Background: an optimization exercise with open tools, aiming at small area and a short achievable clock period. Do not read the settings as production practice. At most, simulation tests tie the RTL to the original design; equivalence was not proved.

==> run D: inputs <==
==> flow/design.v (excerpt) <==
module iir(
    input clk,
    input rst_n,
    input [31:0] x,
    output reg [31:0] y
    );
clock: 7.5 ns
lec_check: 0
cap_margin: 20
core_margin: 2
core_utilization: 70
cts_buf_list: sky130_fd_sc_hd__clkbuf_4 sky130_fd_sc_hd__clkbuf_8
setup_slack_margin: 4
slew_margin: 20
standard.sh (not shown) runs the stock make flow with config.mk's settings and CLKGATE_MAP_FILE= SYNTH_SCRIPT=/design/flow/synth_recipe.tcl, a recipe that flattens the netlist after the stock synthesis.
==> flow/flow/run.sh <==
#!/bin/bash
# Layout flow: the standard ORFS flow (standard.sh), with two changes:
#  1. the combinational logic of the standard synthesis is replaced by the
#     gate-level netlist that gen2.py writes from the same description as
#     rtl/iir.v (same registers, same names and cell types; checked by
#     swap_netlist.py, and the standard netlist is kept if they differ);
#  2. the port buffers are buf_2 cells instead of the default.
set -euo pipefail
export BUFFER_PORTS_ARGS="-buffer_cell sky130_fd_sc_hd__buf_2"
R=orfs/results/sky130hd/iir/base
bash standard.sh synth > standard_synth.log 2>&1
python3 flow/gen2.py --net custom_netlist.v > gen2.log 2>&1
if python3 flow/swap_netlist.py $R/1_2_yosys.v custom_netlist.v > swap_netlist.log 2>&1; then
  cp $R/1_2_yosys.v standard_1_2_yosys.v
  cp custom_netlist.v $R/1_2_yosys.v
  touch $R/1_2_yosys.v
  rm -f $R/1_synth.odb $R/1_synth.sdc
fi
bash standard.sh finish > standard_finish.log 2>&1
Other scripts of this flow, unchanged in this note and not shown: flow/flow/gen2.py, flow/flow/swap_netlist.py
==> inputs of run C, as changes to run D <==
CORE_UTILIZATION = 60   (was 70)
CTS_BUF_LIST = unset   (was sky130_fd_sc_hd__clkbuf_4 sky130_fd_sc_hd__clkbuf_8)
SETUP_SLACK_MARGIN = 3   (was 4)
==> results.txt <==
- Worst-path cell chain: buf_2 -> fa_1 -> fa_1 -> nor2_1 -> nor2_1 -> a21oi_1 -> o21ai_1 -> a21oi_1 -> buf_4 -> o21ai_1 -> xor2_1
- Tmin final: just over 4 ns
- # resized after CTS: 0
- Rel. slew slack: around two fifths
- Commonest cells after routing, fill and taps aside: 123 x inv_1, 119 x fa_1, 107 x nor2_1, 101 x nand2_1, 100 x xor2_1
- HPWL Detailed: roughly 13,000 um
- CP arrival: roughly 4.3 ns
- Status: no timing/DRC/antenna violations
- Post-CTS setup buffers: 0
The numbers above come from run C.

==> results.txt <==
- Commonest cells after routing, fill and taps aside: 123 x inv_1, 114 x fa_1, 100 x xor2_1, 95 x dfrtp_1, 93 x nand2_1
- # resized after CTS: 16
- Status: no timing/DRC/antenna violations
- HPWL Detailed: approximately 13,000 um
- Worst-path cell chain: buf_2 -> fa_1 -> fa_1 -> nor2_1 -> nor2_2 -> nand2_2 -> nor2_4 -> a21oi_4 -> clkbuf_16 -> o21ai_4 -> xor2_1
- Post-CTS setup buffers: 7
- Rel. slew slack: 52.7%
- CP arrival: 3.89 ns
The numbers above come from run D.

No functional check of the RTL was part of any run of this note.

========
==> wip/sierra: inputs <==
Another version of the RTL of iir (not shown whole).
==> flow/design.v (excerpt) <==
module iir(
    input clk,
    input rst_n,
    input [31:0] x,
    output reg [31:0] y
    );
==> flow/config.mk <==
export PLATFORM = sky130hd
export DESIGN_NAME = iir
export DESIGN_NICKNAME = iir
export VERILOG_FILES = /design/flow/design.v
export SDC_FILE = /design/flow/constraint.sdc
export NUM_CORES = 4
export LEC_CHECK = 0
export CAP_MARGIN = 20
export CORE_MARGIN = 2
export CORE_UTILIZATION = 70
export CTS_BUF_LIST = sky130_fd_sc_hd__clkbuf_4 sky130_fd_sc_hd__clkbuf_8
export SETUP_SLACK_MARGIN = 4
export SLEW_MARGIN = 20
==> flow/constraint.sdc <==
create_clock -name core_clock -period 7.5 [get_ports {clk}]
set_input_delay 1.5000 -clock core_clock [delete_from_list [all_inputs] [get_ports {clk}]]
set_output_delay 1.5000 -clock core_clock [all_outputs]
set_load 0.01 [all_outputs]
==> flow/flow/run.sh <==
#!/bin/bash
# Layout flow: the standard ORFS flow (standard.sh), with two changes:
#  1. the combinational logic of the standard synthesis is replaced by the
#     gate-level netlist that gen2.py writes from the same description as
#     rtl/iir.v (same registers, same names and cell types; checked by
#     swap_netlist.py, and the standard netlist is kept if they differ);
#  2. the port buffers are buf_2 cells instead of the default.
set -euo pipefail
export BUFFER_PORTS_ARGS="-buffer_cell sky130_fd_sc_hd__buf_2"
R=orfs/results/sky130hd/iir/base
bash standard.sh synth > standard_synth.log 2>&1
python3 flow/gen2.py --fay xor --fap cell --polmode 1 --net custom_netlist.v > gen2.log 2>&1
if python3 flow/swap_netlist.py $R/1_2_yosys.v custom_netlist.v > swap_netlist.log 2>&1; then
  cp $R/1_2_yosys.v standard_1_2_yosys.v
  cp custom_netlist.v $R/1_2_yosys.v
  touch $R/1_2_yosys.v
  rm -f $R/1_synth.odb $R/1_synth.sdc
fi
bash standard.sh finish > standard_finish.log 2>&1
Other scripts of this flow, unchanged in this note and not shown: flow/flow/gen2.py, flow/flow/swap_netlist.py
==> inputs of wip/xenon, as changes to wip/sierra <==
- SETUP_SLACK_MARGIN: 4 -> 3.5
==> results.py <==
metrics = {
    "route": {
        "finalWirelength_mm": 19.2,
        "drtIter0Drc": 465,
        "route.met3.wl_um": 808,
    },
    "setup_path": {
        "crit_fanout": 6,
    },
    "clocking": {
        "post_cts_buffers": 6,
    },
    "status": {
        "status": "no timing/DRC/antenna violations",
    },
    "placement": {
        "post_dp_cell_area_um2": 8690,
    },
}
-- figures above: wip/sierra

==> results.py <==
metrics = {
    "route": {
        "route.met3.wl_um": 513,
        "finalWirelength_mm": 17.5,
    },
    "clocking": {
        "post_cts_buffers": 0,
    },
    "placement": {
        "post_dp_cell_area_um2": 8640,
    },
    "status": {
        "status": "no timing/DRC/antenna violations",
    },
}
-- figures above: wip/xenon

No functional check of the RTL was part of any run of this note.

========
==> inputs of ember <==
Another version of the RTL of iir (not shown whole).
Settings: LEC_CHECK=0, CAP_MARGIN=20, CORE_MARGIN=2, CORE_UTILIZATION=70, CTS_BUF_LIST=sky130_fd_sc_hd__clkbuf_4 sky130_fd_sc_hd__clkbuf_8, SETUP_SLACK_MARGIN=4, SLEW_MARGIN=20; clock period 7.5 ns.
==> flow/flow/run.sh <==
#!/bin/bash
# Layout flow: the standard ORFS flow (standard.sh), with two changes:
#  1. the combinational logic of the standard synthesis is replaced by the
#     gate-level netlist that gen2.py writes from the same description as
#     rtl/iir.v (same registers, same names and cell types; checked by
#     swap_netlist.py, and the standard netlist is kept if they differ);
#  2. the port buffers are buf_1 cells instead of the default.
set -euo pipefail
export BUFFER_PORTS_ARGS="-buffer_cell sky130_fd_sc_hd__buf_1"
export CTS_ARGS="-sink_clustering_enable -repair_clock_nets -dont_use_dummy_load -buf_list {sky130_fd_sc_hd__clkbuf_4 sky130_fd_sc_hd__clkbuf_8}"
R=orfs/results/sky130hd/iir/base
bash standard.sh synth > standard_synth.log 2>&1
python3 flow/gen2.py --ytree fast42 --fap cell --net custom_netlist.v > gen2.log 2>&1
if python3 flow/swap_netlist.py $R/1_2_yosys.v custom_netlist.v > swap_netlist.log 2>&1; then
  cp $R/1_2_yosys.v standard_1_2_yosys.v
  cp custom_netlist.v $R/1_2_yosys.v
  touch $R/1_2_yosys.v
  rm -f $R/1_synth.odb $R/1_synth.sdc
fi
bash standard.sh finish > standard_finish.log 2>&1
Other scripts of this flow, unchanged in this note and not shown: flow/flow/gen2.py, flow/flow/swap_netlist.py
==> pepper (differences from ember) <==
--- a/flow/flow/run.sh
+++ b/flow/flow/run.sh
@@ -8,4 +8,4 @@
 set -euo pipefail
-export BUFFER_PORTS_ARGS="-buffer_cell sky130_fd_sc_hd__buf_1"
-export CTS_ARGS="-sink_clustering_enable -repair_clock_nets -dont_use_dummy_load -buf_list {sky130_fd_sc_hd__clkbuf_4 sky130_fd_sc_hd__clkbuf_8}"
+export BUFFER_PORTS_ARGS="-inputs -buffer_cell sky130_fd_sc_hd__buf_4"
+export PRE_GLOBAL_PLACE_TCL="$PWD/flow/buffer_outputs.tcl"
 R=orfs/results/sky130hd/iir/base
==> flow/flow/buffer_outputs.tcl (new file) <==
# Runs just before ORFS's buffer_ports (which buffers the inputs, see run.sh):
# give every output port a buf_1 buffer.
buffer_ports -outputs -buffer_cell sky130_fd_sc_hd__buf_1
==> xenon (differences from ember) <==
--- a/flow/flow/run.sh
+++ b/flow/flow/run.sh
@@ -9,3 +9,3 @@
 export BUFFER_PORTS_ARGS="-buffer_cell sky130_fd_sc_hd__buf_1"
-export CTS_ARGS="-sink_clustering_enable -repair_clock_nets -dont_use_dummy_load -buf_list {sky130_fd_sc_hd__clkbuf_4 sky130_fd_sc_hd__clkbuf_8}"
+export RECOVER_POWER=100
 R=orfs/results/sky130hd/iir/base
==> results.txt <==
metric	xenon	ember	pepper
Result of the run	complete, but fails checks	complete, no violations	complete, no violations
Violated checks	max-capacitance violations, max-slew violations	-	-
Worst clock skew	0.0126 ns	0.0168 ns	0.00871 ns
Clock-cell share of area	0.0237	0.0132	0.0236
Largest net degree at the start of global routing	65	65	53
Fmax	239 MHz	297 MHz	300 MHz
Critical Path Stages	12	12	10
Worst Path Max Fanout	16	16	12
Transition time at the pin with the least slew margin	1.82 ns	0.844 ns	0.710 ns
Routed length on met2	9080 µm	8970 µm	8850 µm
Met3 Wirelength	587 µm	547 µm	582 µm
Max_cap viols	1	0	0
Summed area of non-filler cells in the final layout	9330 µm²	9390 µm²	9390 µm²
Met2 layer usage reported by global route	0.514	0.507	0.508
Via/cell ratio	5.30	5.31	5.27
Shortest clock period the worst path allows after layout	4.19 ns	3.37 ns	3.33 ns
Worst Setup EP	y[24]	y[24]	p[24]
Overall routing resource usage	0.295	0.291	0.290
Wire length on met1	7910 µm	7940 µm	7970 µm
Pre-CTS WS	3.23 ns	3.23 ns	3.30 ns
Most frequent cell on the critical path	sky130_fd_sc_hd__xor2_1	-	sky130_fd_sc_hd__o21ai_1
Reg-to-reg setup timing slack	3.67 ns	4.37 ns	4.28 ns
Buffer count excluding the clock tree in the final layout	71	71	39

## re-timing with driven ports
No port has a modelled driver above. Below, the same layouts with a new extraction and two added sets of constraints. Step 1 (the two cells are an assumption about what drives the block):
set clk [get_ports {clk}]
set_driving_cell -lib_cell sky130_fd_sc_hd__clkbuf_16 $clk
set_driving_cell -lib_cell sky130_fd_sc_hd__buf_2 [delete_from_list [all_inputs] $clk]
Step 2 also shifts input and output timing later by t, the mid clock arrival at the registers, as if the neighbouring blocks saw the same clock. Three values: ideal ports, drivers, drivers and shift; two values: the first two.
| run | t (ns) | slack for setup (ns) | worst register clock-pin slew, ns |
|---|---|---|---|
| run D | 0.412 | 3.867 / 3.863 / 3.451 | 0.11 / 0.11 |
| run C | 0.393 | 3.452 / 3.474 / 3.082 | 0.07 / 0.07 |
| wip/sierra | 0.415 | 4.030 / 4.046 / 3.631 | 0.10 / 0.10 |
| wip/xenon | 0.411 | 3.654 / 3.673 / 3.262 | 0.09 / 0.09 |
| ember | 0.405 | 4.134 / 4.148 / 3.743 | 0.10 / 0.10 |
| pepper | 0.408 | 4.168 / 4.179 / 3.771 | 0.10 / 0.10 |
| xenon | 0.413 | 3.314 / 3.329 / 2.916 | 0.11 / 0.11 |
For run D, which loses most, drivers alone change the setup slack by -0.004 ns; drivers and shift together by -0.416 ns.
